Context: an optimization exercise on an open-source flow, tuned for small area. The choices shown serve that exercise and are no tape-out recipe. In this exercise RTL edits were held to simulation tests only and were not proved equivalent to the original. The clock input has no modelled driver; a real chip could not lean on it and would need a root buffer or a full tree. No activity file was given, so power comes from the tool's default toggle rates.

== v15 ==
## House
module House
(
    input  wire       CLK_50,           
    input  wire       RST,              
    input  wire       RESET_ALARM,      
    input  wire       BTN_ACTIVATE,
    input  wire       SMOKE_SENSOR,
    input  wire [1:0] SWITCH_POS,
    input  wire       LIMIT_UP_N,       
    input  wire       LIMIT_DOWN_N,     
    input  wire       PRESENCE_S1,
    input  wire       PRESENCE_S2,
    input  wire       LIGHTS_RESET_N,   
    input  wire       PIR_INPUT_1,
    input  wire       PIR_INPUT_2,
    output wire       BUZZER_OUT,
    output wire       LED_ALERT_OUT,
    output wire [3:0] STEPPER_OUT,
    output wire       SERVO_PWM1,
    output wire       SERVO_PWM2,
    output wire       LED_LIGHT_1,
    output wire       LED_LIGHT_2
);
Settings: LEC_CHECK=0, CAP_MARGIN=20, CORE_MARGIN=2, CORE_UTILIZATION=40, CTS_BUF_LIST=sky130_fd_sc_hd__clkbuf_4, CTS_CLUSTER_DIAMETER=200, CTS_CLUSTER_SIZE=40, SLEW_MARGIN=20; clock period 10.0 ns.
run.sh (not shown) runs the stock make flow with config.mk's settings and CLKGATE_MAP_FILE= SYNTH_SCRIPT=/design/flow/synth_recipe.tcl, a recipe that flattens the netlist after the stock synthesis.
Setup changes, v15 to v36
# v15
export LEC_CHECK = 0
export CAP_MARGIN = 20
export CORE_MARGIN = 2
export CORE_UTILIZATION = 40
export CTS_BUF_LIST = sky130_fd_sc_hd__clkbuf_4
export CTS_CLUSTER_DIAMETER = 200
export CTS_CLUSTER_SIZE = 40
export SLEW_MARGIN = 20
create_clock -name core_clock -period 10.0 [get_ports {CLK_50}]
# v36
export LEC_CHECK = 0
export CAP_MARGIN = 20
export CORE_MARGIN = 2
export CORE_UTILIZATION = 40
export SLEW_MARGIN = 20
create_clock -name core_clock -period 10.0 [get_ports {CLK_50}]
[summary]
Compare v15 and v36 | wire length of the first global-routing pass lower: v15. Comparing v36 against v15, there is no change at all in die area. From v36 to v15, number of distinct library cells after synthesis did not move at all.
Input-level comparison between v21 and v36:
# v36
export LEC_CHECK = 0
export CAP_MARGIN = 20
export CORE_MARGIN = 2
export CORE_UTILIZATION = 40
export SLEW_MARGIN = 20
create_clock -name core_clock -period 10.0 [get_ports {CLK_50}]
# v21
export LEC_CHECK = 0
export CAP_MARGIN = 20
export CORE_MARGIN = 2
export CORE_UTILIZATION = 40
export CTS_BUF_LIST = sky130_fd_sc_hd__clkbuf_8
export CTS_CLUSTER_DIAMETER = 200
export CTS_CLUSTER_SIZE = 40
export SLEW_MARGIN = 20
create_clock -name core_clock -period 10.0 [get_ports {CLK_50}]
Findings:
- v21 vs. v36: met2 layer usage reported by global route lost 0.68 points, routed via count divided by cell count about even.
- | proportion of cell area occupied by multi-input gates | v21 vs v36 | 1.2 points higher |
- As far as final-stage net count goes, v21 and v36 are indistinguishable; the numbers are identical.
- Fmax on v21 is ahead of v36.
- Lower max-slew headroom at the worst pin among v36 and v21: v21
- Total combinational power: v36 vs v21, no meaningful difference


House again, from the RTL that the note above started with.
==> flow/config.mk <==
export PLATFORM = sky130hd
export DESIGN_NAME = House
export DESIGN_NICKNAME = House
export VERILOG_FILES = /design/flow/design.v
export SDC_FILE = /design/flow/constraint.sdc
export NUM_CORES = 4
export LEC_CHECK = 0
export CAP_MARGIN = 20
export CORE_MARGIN = 2
export CORE_UTILIZATION = 40
export SLEW_MARGIN = 20
==> flow/constraint.sdc <==
create_clock -name core_clock -period 10.0 [get_ports {CLK_50}]
set_input_delay 2.0000 -clock core_clock [delete_from_list [all_inputs] [get_ports {CLK_50}]]
set_output_delay 2.0000 -clock core_clock [all_outputs]
set_load 0.01 [all_outputs]
standard.sh (not shown) runs the stock make flow with config.mk's settings and CLKGATE_MAP_FILE= SYNTH_SCRIPT=/design/flow/synth_recipe.tcl, a recipe that flattens the netlist after the stock synthesis.
==> flow/flow/run.sh <==
#!/bin/bash
# Own layout flow: the standard flow (standard.sh) with two changes:
#  - the port buffers are sky130_fd_sc_hd__buf_1 (every port still gets one);
#  - the clock tree is built by flow/cts_pre.tcl (the clock port drives a few clock
#    buffers, each driving one cluster of flip-flops) in place of TritonCTS, or, when
#    flow/cts_args exists, TritonCTS runs with the arguments in that file.
# All tool output goes to standard.log here (ORFS also keeps its per-step logs in orfs/logs).
set -euo pipefail
W=$(pwd)
export BUFFER_PORTS_ARGS="-buffer_cell sky130_fd_sc_hd__buf_1"
if [[ -f $W/flow/cts_args ]]; then
  export CTS_ARGS="$(cat $W/flow/cts_args)"
else
  [[ -f $W/flow/cts_env ]] && source $W/flow/cts_env
  export PRE_CTS_TCL=$W/flow/cts_pre.tcl
fi
bash standard.sh > $W/standard.log 2>&1
==> flow/flow/cts_args <==
-sink_clustering_enable -repair_clock_nets -buf_list sky130_fd_sc_hd__clkbuf_4 -dont_use_dummy_load
Other scripts of this flow, unchanged in this note and not shown: flow/flow/cts_pre.tcl
Then changed:
==> flow/flow/cts_env (new file) <==
export MY_CTS_BUF=sky130_fd_sc_hd__clkbuf_16
export MY_CTS_K=4
CORE_UTILIZATION = 70   (was 40)
removed: flow/flow/cts_args
After rerunning:
- The changed run completed with no timing, DRC or antenna violations
- routed wire length fell by about 0.9%
- sequential cell count does not change
- die area fell by about 40%
- via count fell by about 0.6%
The clock cells of the second run of this note come from the design's own scripts or RTL, not from TritonCTS.


The RTL this note starts from:
==> flow/design.v <==
module alarma (
    input wire clk,
    input wire rst,
    input wire reset,
    input wire btn_activate,
    input wire smoke_detected,
    output wire buzzer,
    output wire led_alert
);
    reg alarm_active, btn_prev, smoke_prev, reset_prev;
    always @(posedge clk) begin
        if (rst) begin
            alarm_active <= 1'b0;
            btn_prev <= 1'b0;
            smoke_prev <= 1'b0;
            reset_prev <= 1'b0;
        end else begin
            if (reset && !reset_prev) alarm_active <= 1'b0;
            else if ((btn_activate && !btn_prev) || (smoke_detected && !smoke_prev)) alarm_active <= 1'b1;
            btn_prev <= btn_activate;
            smoke_prev <= smoke_detected;
            reset_prev <= reset;
        end
    end
    localparam [11:0] P  = 12'b101010101010;
    localparam [11:0] SH = 12'b110001000100;
    reg  [11:0] h;
    reg  led_blink;
    wire [11:0] s = h ^ P;
    wire isE = (~h[1] & h[2] & h[3] & h[4] & ~h[5] & ~h[6] & ~h[7] & h[8] & h[9]);
    always @(posedge clk) begin
        if (!alarm_active | isE) h <= SH;
        else h <= {s[10:0], s[11] ^ s[10]} ^ P;
        led_blink <= alarm_active & (led_blink ^ isE);
    end
    assign buzzer    = ~alarm_active;
    assign led_alert = ~(alarm_active & led_blink);
endmodule
module platform(
    input clk,
    input rst,
    input [1:0] switch_pos,
    input stop_Up,
    input stop_Down,
    output reg [3:0] step_out
);
    localparam [6:0] P  = 7'b0101010;
    localparam [6:0] SH = 7'b1100010;
    reg  [6:0] h;
    wire [6:0] s = h ^ P;
    wire isE = (h[1] & h[3] & ~h[4] & h[5] & ~h[6]);
    always @(posedge clk) begin
        if (rst | isE) h <= SH;
        else h <= {s[5:0], s[6] ^ s[5]} ^ P;
    end
    reg [2:0] step_index;
    reg [3:0] step_sequence;
    always @(*) begin
        case (step_index)
            3'd0: step_sequence = 4'b1000;
            3'd1: step_sequence = 4'b1100;
            3'd2: step_sequence = 4'b0100;
            3'd3: step_sequence = 4'b0110;
            3'd4: step_sequence = 4'b0010;
            3'd5: step_sequence = 4'b0011;
            3'd6: step_sequence = 4'b0001;
            default: step_sequence = 4'b1001;
        endcase
    end
    wire en = isE & (switch_pos[0] ? (~switch_pos[1] & stop_Up) : (switch_pos[1] & stop_Down));
    wire dn = switch_pos[1];
    wire c1 = en & (step_index[0] ^ dn);
    wire c2 = c1 & (step_index[1] ^ dn);
    always @(posedge clk) begin
        if (rst) begin
            step_index <= 3'd0;
            step_out <= 4'b0000;
        end else begin
            step_index <= step_index ^ {c2, c1, en};
            step_out <= step_sequence;
        end
    end
endmodule
module servo_principal(
    input clk,
    input rst,
    input presence_1,
    input presence_2,
    output reg PWM1,
    output reg PWM2
);
    localparam [9:0] CP  = 10'b1010101010;
    localparam [9:0] CSH = 10'b0101110110;
    reg  [9:0] ch;
    wire [9:0] cs = ch ^ CP;
    wire wrap = (~ch[0] & ch[1] & ~ch[3] & ch[4] & ~ch[5] & ch[6] & ~ch[7] & ch[8] & ~ch[9]);
    wire at49 = (~ch[0] & ch[1] & ~ch[2] & ch[3] & ~ch[4] & ch[5] & ~ch[6] & ch[7] & ch[9]);
    wire at99 = (ch[0] & ~ch[1] & ~ch[2] & ch[3] & ~ch[4] & ch[5] & ch[6] & ch[8] & ch[9]);
    reg lt50, lt100;
    always @(posedge clk) begin
        if (rst | wrap) ch <= CSH;
        else ch <= {cs[8:0], cs[9] ^ cs[6]} ^ CP;
        lt50  <= rst | wrap | (lt50 & ~at49);
        lt100 <= rst | wrap | (lt100 & ~at99);
    end
    localparam [16:0] P  = 17'b01010101010101010;
    localparam [16:0] SH = 17'b00010111010011111;
    localparam [16:0] RH = 17'b00010101010101010;
    reg  [16:0] h1;
    wire [16:0] s1 = h1 ^ P;
    wire z1 = ~(s1[0] | s1[1] | s1[2] | s1[3] | s1[4] | s1[5] | s1[6] | s1[7] | s1[8] | s1[9] | s1[10] | s1[12] | s1[13] | s1[14] | s1[15]);
    wire done1 = z1 & ~s1[16];
    wire fb1 = (s1[16] ^ s1[13]) & ~z1;
    always @(posedge clk) begin
        if (rst) h1 <= RH;
        else if (!presence_1) h1 <= SH;
        else h1 <= {s1[15:0], fb1} ^ P;
    end
    reg  [16:0] h2;
    wire [16:0] s2 = h2 ^ P;
    wire z2 = ~(s2[0] | s2[1] | s2[2] | s2[3] | s2[4] | s2[5] | s2[6] | s2[7] | s2[8] | s2[9] | s2[10] | s2[12] | s2[13] | s2[14] | s2[15]);
    wire done2 = z2 & ~s2[16];
    wire fb2 = (s2[16] ^ s2[13]) & ~z2;
    always @(posedge clk) begin
        if (rst) h2 <= RH;
        else if (!presence_2) h2 <= SH;
        else h2 <= {s2[15:0], fb2} ^ P;
    end
    always @(posedge clk) begin
        PWM1 <= ~rst & (done1 ? lt50 : lt100);
        PWM2 <= ~rst & (done2 ? lt100 : lt50);
    end
endmodule
module SmartLights(
    input  wire clk,
    input  wire rst,
    input  wire reset_n,
    input  wire pir_input_1,
    input  wire pir_input_2,
    output reg  led_output_1,
    output reg  led_output_2
);
    localparam [17:0] P  = 18'b101010101010101010;
    localparam [17:0] SH = 18'b100011000111111110;
    wire clr = rst | ~reset_n;
    reg  [17:0] h1;
    wire [17:0] s1 = h1 ^ P;
    wire z1 = ~(s1[2] | s1[3] | s1[4] | s1[5] | s1[6] | s1[7] | s1[8] | s1[9] | s1[10] | s1[11] | s1[12] | s1[13] | s1[14] | s1[15] | s1[16]);
    wire done1 = z1 & ~s1[17];
    wire fb1 = (s1[17] ^ s1[16]) & ~z1;
    wire ld1 = clr | ~pir_input_1;
    always @(posedge clk) begin
        h1 <= ld1 ? SH : ({s1[16:0], fb1} ^ P);
        led_output_1 <= ~clr & (~pir_input_1 | ~done1);
    end
    reg  [17:0] h2;
    wire [17:0] s2 = h2 ^ P;
    wire z2 = ~(s2[2] | s2[3] | s2[4] | s2[5] | s2[6] | s2[7] | s2[8] | s2[9] | s2[10] | s2[11] | s2[12] | s2[13] | s2[14] | s2[15] | s2[16]);
    wire done2 = z2 & ~s2[17];
    wire fb2 = (s2[17] ^ s2[16]) & ~z2;
    wire ld2 = clr | ~pir_input_2;
    always @(posedge clk) begin
        h2 <= ld2 ? SH : ({s2[16:0], fb2} ^ P);
        led_output_2 <= ~clr & (~pir_input_2 | ~done2);
    end
endmodule
module House
(
    input  wire       CLK_50,           
    input  wire       RST,              
    input  wire       RESET_ALARM,      
    input  wire       BTN_ACTIVATE,
    input  wire       SMOKE_SENSOR,
    input  wire [1:0] SWITCH_POS,
    input  wire       LIMIT_UP_N,       
    input  wire       LIMIT_DOWN_N,     
    input  wire       PRESENCE_S1,
    input  wire       PRESENCE_S2,
    input  wire       LIGHTS_RESET_N,   
    input  wire       PIR_INPUT_1,
    input  wire       PIR_INPUT_2,
    output wire       BUZZER_OUT,
    output wire       LED_ALERT_OUT,
    output wire [3:0] STEPPER_OUT,
    output wire       SERVO_PWM1,
    output wire       SERVO_PWM2,
    output wire       LED_LIGHT_1,
    output wire       LED_LIGHT_2
);
    alarma u_alarma (
        .clk            (CLK_50),
        .rst            (RST),
        .reset          (RESET_ALARM),
        .btn_activate   (BTN_ACTIVATE),
        .smoke_detected (SMOKE_SENSOR),
        .buzzer         (BUZZER_OUT),
        .led_alert      (LED_ALERT_OUT)
    );
    platform u_platform (
        .clk        (CLK_50),
        .rst        (RST),
        .switch_pos (SWITCH_POS),
        .stop_Up    (LIMIT_UP_N),
        .stop_Down  (LIMIT_DOWN_N),
        .step_out   (STEPPER_OUT)
    );
    servo_principal u_servos (
        .clk        (CLK_50),
        .rst        (RST),
        .presence_1 (PRESENCE_S1),
        .presence_2 (PRESENCE_S2),
        .PWM1       (SERVO_PWM1),
        .PWM2       (SERVO_PWM2)
    );
    SmartLights u_lights (
        .clk         (CLK_50),
        .rst         (RST),
        .reset_n     (LIGHTS_RESET_N),
        .pir_input_1 (PIR_INPUT_1),
        .pir_input_2 (PIR_INPUT_2),
        .led_output_1(LED_LIGHT_1),
        .led_output_2(LED_LIGHT_2)
    );
endmodule
Settings: LEC_CHECK=0, CAP_MARGIN=20, CORE_MARGIN=2, CORE_UTILIZATION=70, SLEW_MARGIN=20; clock period 10.0 ns.
==> flow/flow/run.sh <==
#!/bin/bash
set -euo pipefail
W=$(pwd)
rm -rf "$W/scripts_abc"
cp -r "$FLOW_HOME/scripts" "$W/scripts_abc"
cp "$W/flow/abc_area_map.script" "$W/scripts_abc/abc_speed.script"
SCRIPTS_DIR="$W/scripts_abc" bash standard.sh synth > "$W/synth.log" 2>&1
export BUFFER_PORTS_ARGS="-buffer_cell sky130_fd_sc_hd__buf_1"
export PRE_CTS_TCL=$W/flow/cts_pre.tcl
bash standard.sh > "$W/layout.log" 2>&1
==> flow/flow/abc_area_map.script <==
strash
dch
map -a
topo
Other scripts of this flow, unchanged in this note and not shown: flow/flow/cts_pre.tcl
The first run ran to the end with no violations.
Change:
==> flow/flow/abc_area_map.script (replaced) <==
strash
&get -n
&st
&dch -f
&nf -a -R 1000 -F 10 -A 10
&put
=> Synthesized cell count drops by 6.8%; final area falls by 0.38%; power is about the same; via count drops by 5.3%; hold slack got worse by 0.020 ns; cell count fell by 5.3%; worst setup slack improved by 0.89 ns.
No run of this note takes its clock network from TritonCTS; it comes from the design's own scripts or RTL.

==> separate check: timing with driven ports <==
The results above use ideal ports. As a check the final layouts listed here were re-extracted and re-timed, cells and wires unchanged.
Step 1: set_driving_cell puts a clkbuf_16 on CLK_50 and a buf_2 on each other input, an assumption about the parent block.
Step 2 moves the port delays by t, midway between the first and last clock arrival at a register: inputs arrive t later, outputs are due t later. That takes back most of the time a late clock gives input paths.
Three values: ideal ports, drivers, drivers and shift; two values: the first two.
run | shift t [ns] | setup WS [ns] | hold WS [ns]
v15 | 0.518 | 6.441 / 6.412 / 6.476 | 0.375 / 0.375 / 0.375
v36 | 0.540 | 6.422 / 6.391 / 6.470 | 0.364 / 0.364 / 0.364
v21 | 0.441 | 6.532 / 6.501 / 6.468 | 0.368 / 0.368 / 0.368
the first run of note 2 | 0.492 | 6.834 / 6.805 / 6.555 | 0.365 / 0.365 / 0.365
the second run of note 2 | 0.230 | 7.006 / 7.060 / 6.829 | 0.381 / 0.381 / 0.381
the first run of note 3 | 0.211 | 5.968 / 6.017 / 5.806 | 0.377 / 0.377 / 0.377
the second run of note 3 | 0.223 | 6.858 / 6.916 / 6.693 | 0.357 / 0.356 / 0.356
After both steps setup and hold are still met in every run listed. The setup slack of the first run of note 2, which loses most, moves by -0.029 ns with the drivers and by -0.279 ns with both steps.
